This design comes from an exercise in tuning for small area and a short achievable clock period on the open sky130 flow, not from production work.
Function was checked by simulation only, so behaviour that the tests miss may differ from the original.
Power and IR drop assume default switching activity.

$ cat flow/run.sh
#!/bin/bash
# synth_recipe.tcl (not shown) runs the flow's synth.tcl, then flattens the netlist and writes it again
# the make line also repeats each setting of config.mk as NAME=value (left out here)
make -C /OpenROAD-flow-scripts/flow DESIGN_CONFIG=/design/flow/config.mk WORK_HOME=/design/flow/orfs CLKGATE_MAP_FILE= SYNTH_SCRIPT=/design/flow/synth_recipe.tcl finish
$ cat flow/config.mk
export PLATFORM = sky130hd
export DESIGN_NAME = cpu
export DESIGN_NICKNAME = cpu
export VERILOG_FILES = /design/flow/design.v
export SDC_FILE = /design/flow/constraint.sdc
export NUM_CORES = 4
export LEC_CHECK = 0
export CAP_MARGIN = 20
export CORE_MARGIN = 2
export CORE_UTILIZATION = 50
export SLEW_MARGIN = 20
$ cat flow/constraint.sdc
create_clock -name core_clock -period 5.0 [get_ports {clk}]
set_input_delay 1.0000 -clock core_clock [delete_from_list [all_inputs] [get_ports {clk}]]
set_output_delay 1.0000 -clock core_clock [all_outputs]
set_load 0.01 [all_outputs]
$ cat flow/design.v
`timescale 1ns / 1ps
module alu(
    input [2:0] funct3_in,    
    input [6:0] opcode_in, funct7_in,
    input [31:0] rs1_value_in, mux_result_in,    
    output reg [31:0] alu_result_out, raw_output
);
    localparam  reg_reg     = 7'b0110011,
                immediate   = 7'b0010011;
    always @(*) begin
        alu_result_out = 32'b0;
        case (opcode_in)
            immediate: begin
                case (funct3_in)
                    3'b000: alu_result_out = rs1_value_in + mux_result_in;
                    3'b001: alu_result_out = rs1_value_in << mux_result_in[4:0];
                    3'b010: alu_result_out = ($signed(rs1_value_in) < $signed(mux_result_in)) ? 1 : 0;
                    3'b011: alu_result_out = (rs1_value_in < mux_result_in) ? 1 : 0;
                    3'b100: alu_result_out = rs1_value_in ^ mux_result_in;
                    3'b101: begin
                        if (mux_result_in[11:5] == 0) alu_result_out = rs1_value_in >> mux_result_in[4:0];
                        else alu_result_out = $signed(rs1_value_in) >>> mux_result_in[4:0];
                    end
                    3'b110: alu_result_out = rs1_value_in | mux_result_in;
                    3'b111: alu_result_out = rs1_value_in & mux_result_in;          
                endcase
            end
            reg_reg: begin
                case (funct3_in)
                    3'b000: begin
                        if (funct7_in == 0) alu_result_out = rs1_value_in + mux_result_in;
                        else alu_result_out = rs1_value_in - mux_result_in;
                    end
                    3'b001: alu_result_out = rs1_value_in << mux_result_in[4:0];
                    3'b010: alu_result_out = ($signed(rs1_value_in) < $signed(mux_result_in)) ? 1 : 0;
                    3'b011: alu_result_out = (rs1_value_in < mux_result_in) ? 1 : 0;
                    3'b100: alu_result_out = rs1_value_in ^ mux_result_in;
                    3'b101: begin
                        if (funct7_in == 0) alu_result_out = rs1_value_in >> mux_result_in[4:0];
                        else alu_result_out = $signed(rs1_value_in) >>> mux_result_in[4:0];
                    end
                    3'b110: alu_result_out = rs1_value_in | mux_result_in;
                    3'b111: alu_result_out = rs1_value_in & mux_result_in;
                endcase             
            end
            default: begin
                alu_result_out = 32'b0;
            end
        endcase
        raw_output = alu_result_out;
    end        
endmodule
`timescale 1ns / 1ps
module decoder(
    input [31:0] instruction,
    output reg imm_sel_out, write_enable_out,
    output reg [2:0] funct3_out,
    output reg [4:0] rd_sel_out, rs1_sel_out, rs2_sel_out,
    output reg [6:0] funct7_out, opcode_out,
    output reg [11:0] imm_value_out
);
    localparam  reg_reg         = 7'b0110011,
                immediate       = 7'b0010011,
                upper_immediate = 7'b0110111,
                store           = 7'b0100011,
                branch          = 7'b1100011,
                jump            = 7'b1101111;
   always @(*) begin
        opcode_out = instruction[6:0];
        funct7_out = instruction[31:25];
        rs2_sel_out = instruction[24:20];
        rs1_sel_out = instruction[19:15];
        funct3_out = instruction[14:12];
        rd_sel_out = instruction[11:7];
        imm_value_out = instruction[31:20];
        imm_sel_out = 0;
        write_enable_out = 0;
        case (opcode_out)
            immediate: begin
                imm_sel_out = 1;
                write_enable_out = 1;             
            end
            reg_reg: begin
                imm_sel_out = 0;
                write_enable_out = 1;
            end
            default: begin
                imm_sel_out = 0;
                write_enable_out = 0;
            end
        endcase
   end
endmodule
`timescale 1ns / 1ps
module mux_alu(
    input imm_sel_in,
    input [11:0] imm_value_in,
    input [31:0] rs2_value_in,
    output [31:0] mux_result_out,
    output [11:0] trace_imm    
);
    assign mux_result_out = (imm_sel_in) ? {{20{imm_value_in[11]}}, imm_value_in} : rs2_value_in;
    assign trace_imm = imm_value_in;
endmodule
`timescale 1ns / 1ps
module raw_handler(
    input clk,
    input write_enable_in, write_enable_in_2,
    input [4:0] rs1_sel_in, rs2_sel_in, rd_write_back_in, rd_write_back_in_2,
    input [31:0] rs1_value_in, rs2_value_in, rd_value_in, rd_wb_value_2,
    output reg [4:0] get_rs1, get_rs2,
    output reg [31:0] rs1_value_out, rs2_value_out    
);
    always @(*) begin
        get_rs1 = rs1_sel_in;
        get_rs2 = rs2_sel_in;
        if (write_enable_in && rd_write_back_in != 5'b00000 && rs1_sel_in == rd_write_back_in) begin
            rs1_value_out = rd_value_in;
        end
        else if (write_enable_in_2 && rd_write_back_in_2 != 5'b00000 && rs1_sel_in == rd_write_back_in_2) begin
            rs1_value_out = rd_wb_value_2;
        end
        else begin
            rs1_value_out = rs1_value_in;
        end
        if (write_enable_in && rd_write_back_in != 5'b00000 && rs2_sel_in == rd_write_back_in) begin
            rs2_value_out = rd_value_in;
        end
        else if (write_enable_in_2 && rd_write_back_in_2 != 5'b00000 && rs2_sel_in == rd_write_back_in_2) begin
            rs2_value_out = rd_wb_value_2;
        end        
        else begin
            rs2_value_out = rs2_value_in;
        end
    end
endmodule
`timescale 1ns / 1ps
module register_file(
    input clk, write_enable_in,
    input [4:0] rd_sel_in, rs1_sel_in, rs2_sel_in,
    input [31:0] write_data_in,
    output reg [31:0] rs1_value_out, rs2_value_out,
    output reg [4:0] trace_rd, trace_rs1, trace_rs2,
    output reg [31:0] trace_write_in
);
    reg [31:0] registers [0:31];
    always @(*) begin
        rs1_value_out = (rs1_sel_in == 5'b00000) ? 32'b0 : registers[rs1_sel_in];
        rs2_value_out = (rs2_sel_in == 5'b00000) ? 32'b0 : registers[rs2_sel_in];
    end
    always @(posedge clk) begin
        if (write_enable_in && rd_sel_in != 5'b00000) begin
            registers[rd_sel_in] <= write_data_in;
        end   
        trace_rd <= rd_sel_in;
        trace_rs1 <= rs1_sel_in;
        trace_rs2 <= rs2_sel_in;
        trace_write_in <= write_data_in;   
    end
endmodule
`timescale 1ns / 1ps
module pipeline_reg_alu(
    input clk,
    input write_enable_in,
    input [4:0] rd_sel_in,
    input [31:0] alu_result_in,
    output reg write_enable_out,
    output reg [4:0] rd_sel_out, rd_write_back_2,
    output reg [31:0] alu_result_out, rd_wb_value_2
);
    always @(posedge clk) begin
        rd_sel_out <= rd_sel_in;
        alu_result_out <= alu_result_in;
        write_enable_out <= write_enable_in;
        rd_write_back_2 <= rd_sel_in;
        rd_wb_value_2 <= alu_result_in;                        
    end
endmodule
`timescale 1ns / 1ps
module pipeline_reg_decoder(
    input clk,
    input write_enable_in,
    input [31:0] mux_result_in, rs1_value_in,
    input [6:0] opcode_in, funct7_in,
    input [4:0] rd_sel_in,
    input [2:0] funct3_in,
    output reg write_enable_out,
    output reg [31:0] mux_result_out, rs1_value_out,
    output reg [6:0] opcode_out, funct7_out,
    output reg [4:0] rd_sel_out, raw_rd,
    output reg [2:0] funct3_out
);
    always @(posedge clk) begin
        write_enable_out <= write_enable_in;
        mux_result_out <= mux_result_in;
        rs1_value_out <= rs1_value_in;
        opcode_out <= opcode_in;
        funct7_out <= funct7_in;
        rd_sel_out <= rd_sel_in;
        funct3_out <= funct3_in;
        raw_rd <= rd_sel_in;  
    end
endmodule
`timescale 1ns / 1ps
module pipeline_reg_instruction(
    input clk,
    input [31:0] instruction_in,
    output reg [31:0] instruction_out,
    output reg [31:0] trace_instruction
);
    always @(posedge clk) begin
        instruction_out <= instruction_in;
        trace_instruction <= instruction_in;
    end
endmodule
`timescale 1ns / 1ps
module program_counter(
    input clk, rst_n,
    output reg [31:0] program_count
);
    always @(posedge clk) begin
        if (!rst_n) begin
            program_count <= 0;
        end
        else begin
            program_count <= program_count + 4;
        end
    end
endmodule
`timescale 1ns / 1ps
module cpu(
    input rst_n, clk,
    input [31:0] imem_insn,
    output [31:0] imem_addr,
    output [31:0] trace_instruction, trace_rd_value,
    output [11:0] trace_imm,
    output [4:0] trace_rd, trace_rs1, trace_rs2
);
    wire        imm_sel,
                write_enable,
                write_enable_reg,
                write_enable_alu;
    wire [31:0] instruction_reg,
                mux_result,
                mux_result_reg,
                rs1_value,
                rs1_value_reg,
                rs2_value,
                rs2_value_reg,
                alu_result,
                alu_result_reg,
                rd_wb_value,
                rd_wb_value_2,
                raw_rs1_value,
                raw_rs2_value;
    wire [11:0] imm_value;
    wire [6:0]  funct7,
                funct7_reg,
                opcode,
                opcode_reg;
    wire [4:0]  rd_sel,
                rd_sel_reg,
                rd_sel_wb,
                rd_write_back,
                rd_write_back_2,
                rs1_sel,
                rs1_sel_reg,
                rs2_sel,
                rs2_sel_reg,
                get_rs1,
                get_rs2;                
    wire [2:0]  funct3,
                funct3_reg;    
    pipeline_reg_instruction pri(
        .clk(clk),
        .instruction_in(imem_insn),
        .instruction_out(instruction_reg),
        .trace_instruction(trace_instruction)
    );
    pipeline_reg_decoder prd(
        .clk(clk),
        .write_enable_in(write_enable),
        .mux_result_in(mux_result),
        .rs1_value_in(raw_rs1_value),
        .opcode_in(opcode),
        .funct7_in(funct7),
        .rd_sel_in(rd_sel),
        .funct3_in(funct3),
        .write_enable_out(write_enable_reg),
        .mux_result_out(mux_result_reg),
        .rs1_value_out(rs1_value_reg),
        .opcode_out(opcode_reg),
        .funct7_out(funct7_reg),
        .rd_sel_out(rd_sel_reg),
        .funct3_out(funct3_reg),
        .raw_rd(rd_write_back)
    );
    pipeline_reg_alu pra(
        .clk(clk),
        .write_enable_in(write_enable_reg),
        .rd_sel_in(rd_sel_reg),
        .alu_result_in(alu_result),
        .write_enable_out(write_enable_alu),
        .rd_sel_out(rd_sel_wb),
        .alu_result_out(alu_result_reg),
        .rd_write_back_2(rd_write_back_2),
        .rd_wb_value_2(rd_wb_value_2)
    );
    program_counter pc(
        .clk(clk),
        .rst_n(rst_n),
        .program_count(imem_addr)
    );
    decoder dcr(
        .instruction(instruction_reg),
        .funct3_out(funct3),
        .funct7_out(funct7),
        .rd_sel_out(rd_sel),
        .rs1_sel_out(rs1_sel),
        .rs2_sel_out(rs2_sel),
        .imm_value_out(imm_value),
        .opcode_out(opcode),
        .imm_sel_out(imm_sel),
        .write_enable_out(write_enable)
    );
    mux_alu mux(
        .imm_sel_in(imm_sel),
        .imm_value_in(imm_value),
        .rs2_value_in(raw_rs2_value),
        .mux_result_out(mux_result),
        .trace_imm(trace_imm)
    );
    alu alu(
        .opcode_in(opcode_reg),
        .funct3_in(funct3_reg),
        .funct7_in(funct7_reg),
        .rs1_value_in(rs1_value_reg),
        .mux_result_in(mux_result_reg),
        .alu_result_out(alu_result),
        .raw_output(rd_wb_value)
    );
    raw_handler rwh(
        .clk(clk),
        .write_enable_in(write_enable_reg),
        .write_enable_in_2(write_enable_alu),
        .rs1_sel_in(rs1_sel),
        .rs2_sel_in(rs2_sel),
        .rd_write_back_in(rd_write_back),
        .rd_write_back_in_2(rd_write_back_2),
        .rs1_value_in(rs1_value),
        .rs2_value_in(rs2_value),
        .rd_value_in(rd_wb_value),
        .rd_wb_value_2(rd_wb_value_2),
        .get_rs1(get_rs1),
        .get_rs2(get_rs2),
        .rs1_value_out(raw_rs1_value),
        .rs2_value_out(raw_rs2_value)
    );
    register_file rgf(
        .clk(clk),
        .write_enable_in(write_enable_alu),
        .rd_sel_in(rd_sel_wb),
        .rs1_sel_in(get_rs1),
        .rs2_sel_in(get_rs2),
        .write_data_in(alu_result_reg),
        .rs1_value_out(rs1_value),
        .rs2_value_out(rs2_value),
        .trace_rd(trace_rd),
        .trace_rs1(trace_rs1),
        .trace_rs2(trace_rs2),
        .trace_write_in(trace_rd_value) 
    );
endmodule
==> impl_metrics.ini <==
[placed_design]
placed_area_um2 = 68700
port-buffer-count = 154
gp_congestion = 1.06
dpl.hpwl_um = 154000

[worst_setup_path]
end_kind = flip-flop
path_class = reg -> reg
startpoint_type = flip-flop
crit_required_ns = 5.68
crit_arrival_ns = 5.31
crit_fanout = 9
reg2reg_depth = 13

[synth]
synthSimpleGateAreaFrac = 0.0582
avgSynthCellArea_um2 = 13.6
synthFlopType = edfxtp_1
synth_compound_area_frac = 0.116
synth-seq-area-share = 0.553
synthXorXnorAreaFrac = 0.00847
synth.distinct_cells = 89
yosysTopAreaCell = edfxtp_1
netlist_instances = 4725
synth_top_family_by_area = multiplexers
synthTopCellsByArea = edfxtp_1 (48%), mux4_2 (13%), dfxtp_1 (7.3%)
ys_ff_latch = 1258
synthMuxAreaShare = 0.212
async_flop_share = 0
ys_warn_count = 8
synthAdderAreaFrac = 0.0198
synth_top_area_frac = 0.480
synth-edff-count = 1024
syn_area_um2 = 64100

[die]
initial_core_util = 0.503
io_pins = 157
die_w_um = 362
dieArea_um2 = 131000
fp-row-count = 131
coreArea_um2 = 127000
die_h_um = 362

[routing]
drc = 0
num_vias = 46574
wire_per_inst_um = 35.2
antenna_left = 0
wl_um = 235000
firstDrtPassIters = 8
drt_iter0_drc = 6845
vias_per_cell = 6.98

[clock_tree]
cts_resized = 0
cts.reportedPaths.clkPinSlew_ns = 0.06
clock_latency_ns = 0.79
cts_tree = built
cts_buffer_depth = 3
cts_max_level = 4
post_cts_buffers = 0
numCtsBuffers = 139
cts-root-buf = clkbuf_16
cts_hold_buf = 0
clkSinkCount = 1258

[timing]
tns_ns = 0
timing.hold.ws_ns = 0.350
skew_ns = 0.0372
rsz0062_at_grt = no
period_needed_ns = 4.63
final-setup-viol-count = 0
timing.final.max_slew_violations = 0
tightest_slew_ns = 1.23
max_slew_margin = 0.172
min_period_over_period = 0.926
hold_viol_final = 0
fmax_mhz = 216

[finish]
fin_area_um2 = 73200
layout.nets = 5033
final_core_util = 0.575
final_layout_size_suffix_gt1_frac = 0.190
syn2layout_area_growth_pct = 14.2

[grt]
grt_pass1_vias = 44993
gr-total-overflow = 0
grt_pass1_wl_um = 333000
antenna_found_initial = 7
grt_use_total = 0.356
grt_max_degree = 94

[flow_run]
maxCapViolCount = 0

[outcome]
status = complete, no violations

[power]
powerDensity_nw_per_um2 = 349
p_leak_nw = 26.3
ir_drop_uv = 292

[worst_hold_path]
hold_depth = 0
hold_class = reg -> reg
## cell type report
type	count	area, µm²
clock buffers	187	3750
clock inverters	65	746
repair buffers	373	3680
flip-flops and latches	1258	35500
well taps	1662	2080
fillers	10155	54100
multi-input cells	3006	27000
inverters	121	459
diodes	3	7.51
## critical path, stage by stage (launching register included)
cell and delay [ns]:
dfxtp_1 0.64, clkinv_1 0.19, ha_1 0.44, nor2_1 0.26, o21ai_0 0.19, a21oi_1 0.57
o21ai_1 0.45, a2111oi_0 0.73, buf_4 0.22, or3_1 0.10, a21oi_1 0.06, o31ai_1 0.41
nand2_1 0.09, a21o_1 0.17
## final timing paths
| path | slack [ns] | startpoint | to |
|---|---|---|---|
| min | 0.35 | pri.instruction_out[10] | prd.rd_sel_out[3] |
| min reg2reg | 0.35 | pri.instruction_out[10] | prd.rd_sel_out[3] |
| max reg2reg | 0.37 | prd.mux_result_out[4] | prd.mux_result_out[28] |
| max | 0.37 | prd.mux_result_out[4] | prd.mux_result_out[28] |
## power breakdown
part / total [mW] / internal (mW) / switching [mW]
clock: 10.2 / 5.80 / 4.39
combinational: 3.76 / 1.36 / 2.40
sequential: 11.6 / 11.3 / 0.257
## layer usage
metal  vias to the layer above  global-route usage  share of wire
met5                         -                   0        0.00030
met4                        10               0.142          0.043
met3                       548              0.0823           0.11
met2                      3064               0.541           0.45
met1                     23789               0.496           0.39
li1                      19163                   -              -
## layout by cell type, fill, tap and decap left out, drive strengths merged, types with 54 or more instances in the layout
cell	n
edfxtp	1024
mux2i	431
mux4	376
nor2	328
a21oi	248
o21ai	243
dfxtp	234
nand2	233
buf	219
clkbuf	187
a221oi	173
clkdlybuf4s50	154
inv	122
a22oi	99
ha	98
nand3	76
mux2	69
clkinv	54
## flip-flops by register name, indices dropped and copies added (netlist names), 30 cells and up
| register | cells |
|---|---|
| prd.mux_result_out | 32 |
| pc.program_count | 30 |
| rgf.trace_write_in | 32 |
| rgf.registers | 1024 |
| prd.rs1_value_out | 32 |
| pri.instruction_out | 32 |
| pra.alu_result_out | 32 |
## cell usage after synthesis (20+ instances only)
cell type and count:
a221oi_1 171, nand2_1 233, mux2i_1 431, ha_1 98, nor2b_1 20, mux4_2 376, buf_4 41, edfxtp_1 1024
mux2_2 68, a32oi_1 20, a22oi_1 99, buf_1 52, clkbuf_1 202, nand3_1 76, xnor2_1 53, nor3_1 32
nor2_1 327, a31oi_1 37, a21oi_1 246, buf_2 76, dfxtp_1 234, or3_1 21, o31ai_1 25, a211oi_1 37
inv_1 113, and2_1 29, o21ai_0 236, o221ai_1 27, o211ai_1 46
## through the flow
step	setup WS, ns	std cells	total power [mW]
finish	0.370	6675	25.5
floorplan	1.10	4758	14.1
CTS	0.512	6672	25.5
detailed placement	0.506	6420	15.5
global placement	0.487	6419	15.5
global route	0.214	6672	26.3
## cells by family (layout without fill, tap and decap cells)
logic type,Yosys count,after routing
AO/OA/AOI/OAI,1104,1104
XOR/XNOR,62,62
adder cells (fa/ha/maj),100,100
buffers and inverters,494,746
flip-flops,1258,1258
multiplexers,876,876
other,1,37
AND/OR/NAND/NOR,830,830

what the ideal ports hide:
The flow's constraints put no driver on any port. The routed layout listed below was extracted and timed again, unchanged, in two steps. Step 1, drivers: a clkbuf_16 drives clk and a buf_2 each remaining input, both assumed. Step 2, shift: input delay + t, output delay - t, t = (earliest + latest rising clock arrival at the registers) / 2. This alone moves slack from input paths to output paths. a / b / c = ideal / step 1 / step 2; a / b = the first two.
t, ns: 0.845
setup slack, ns: 0.370 / 0.370 / 0.370
worst setup path at the end: register to register
worst data-port slew with drivers (ns): 0.04
After both steps this run still meets setup and hold. The setup slack of this run moves by 0.000 ns with the drivers and by 0.000 ns with both steps.
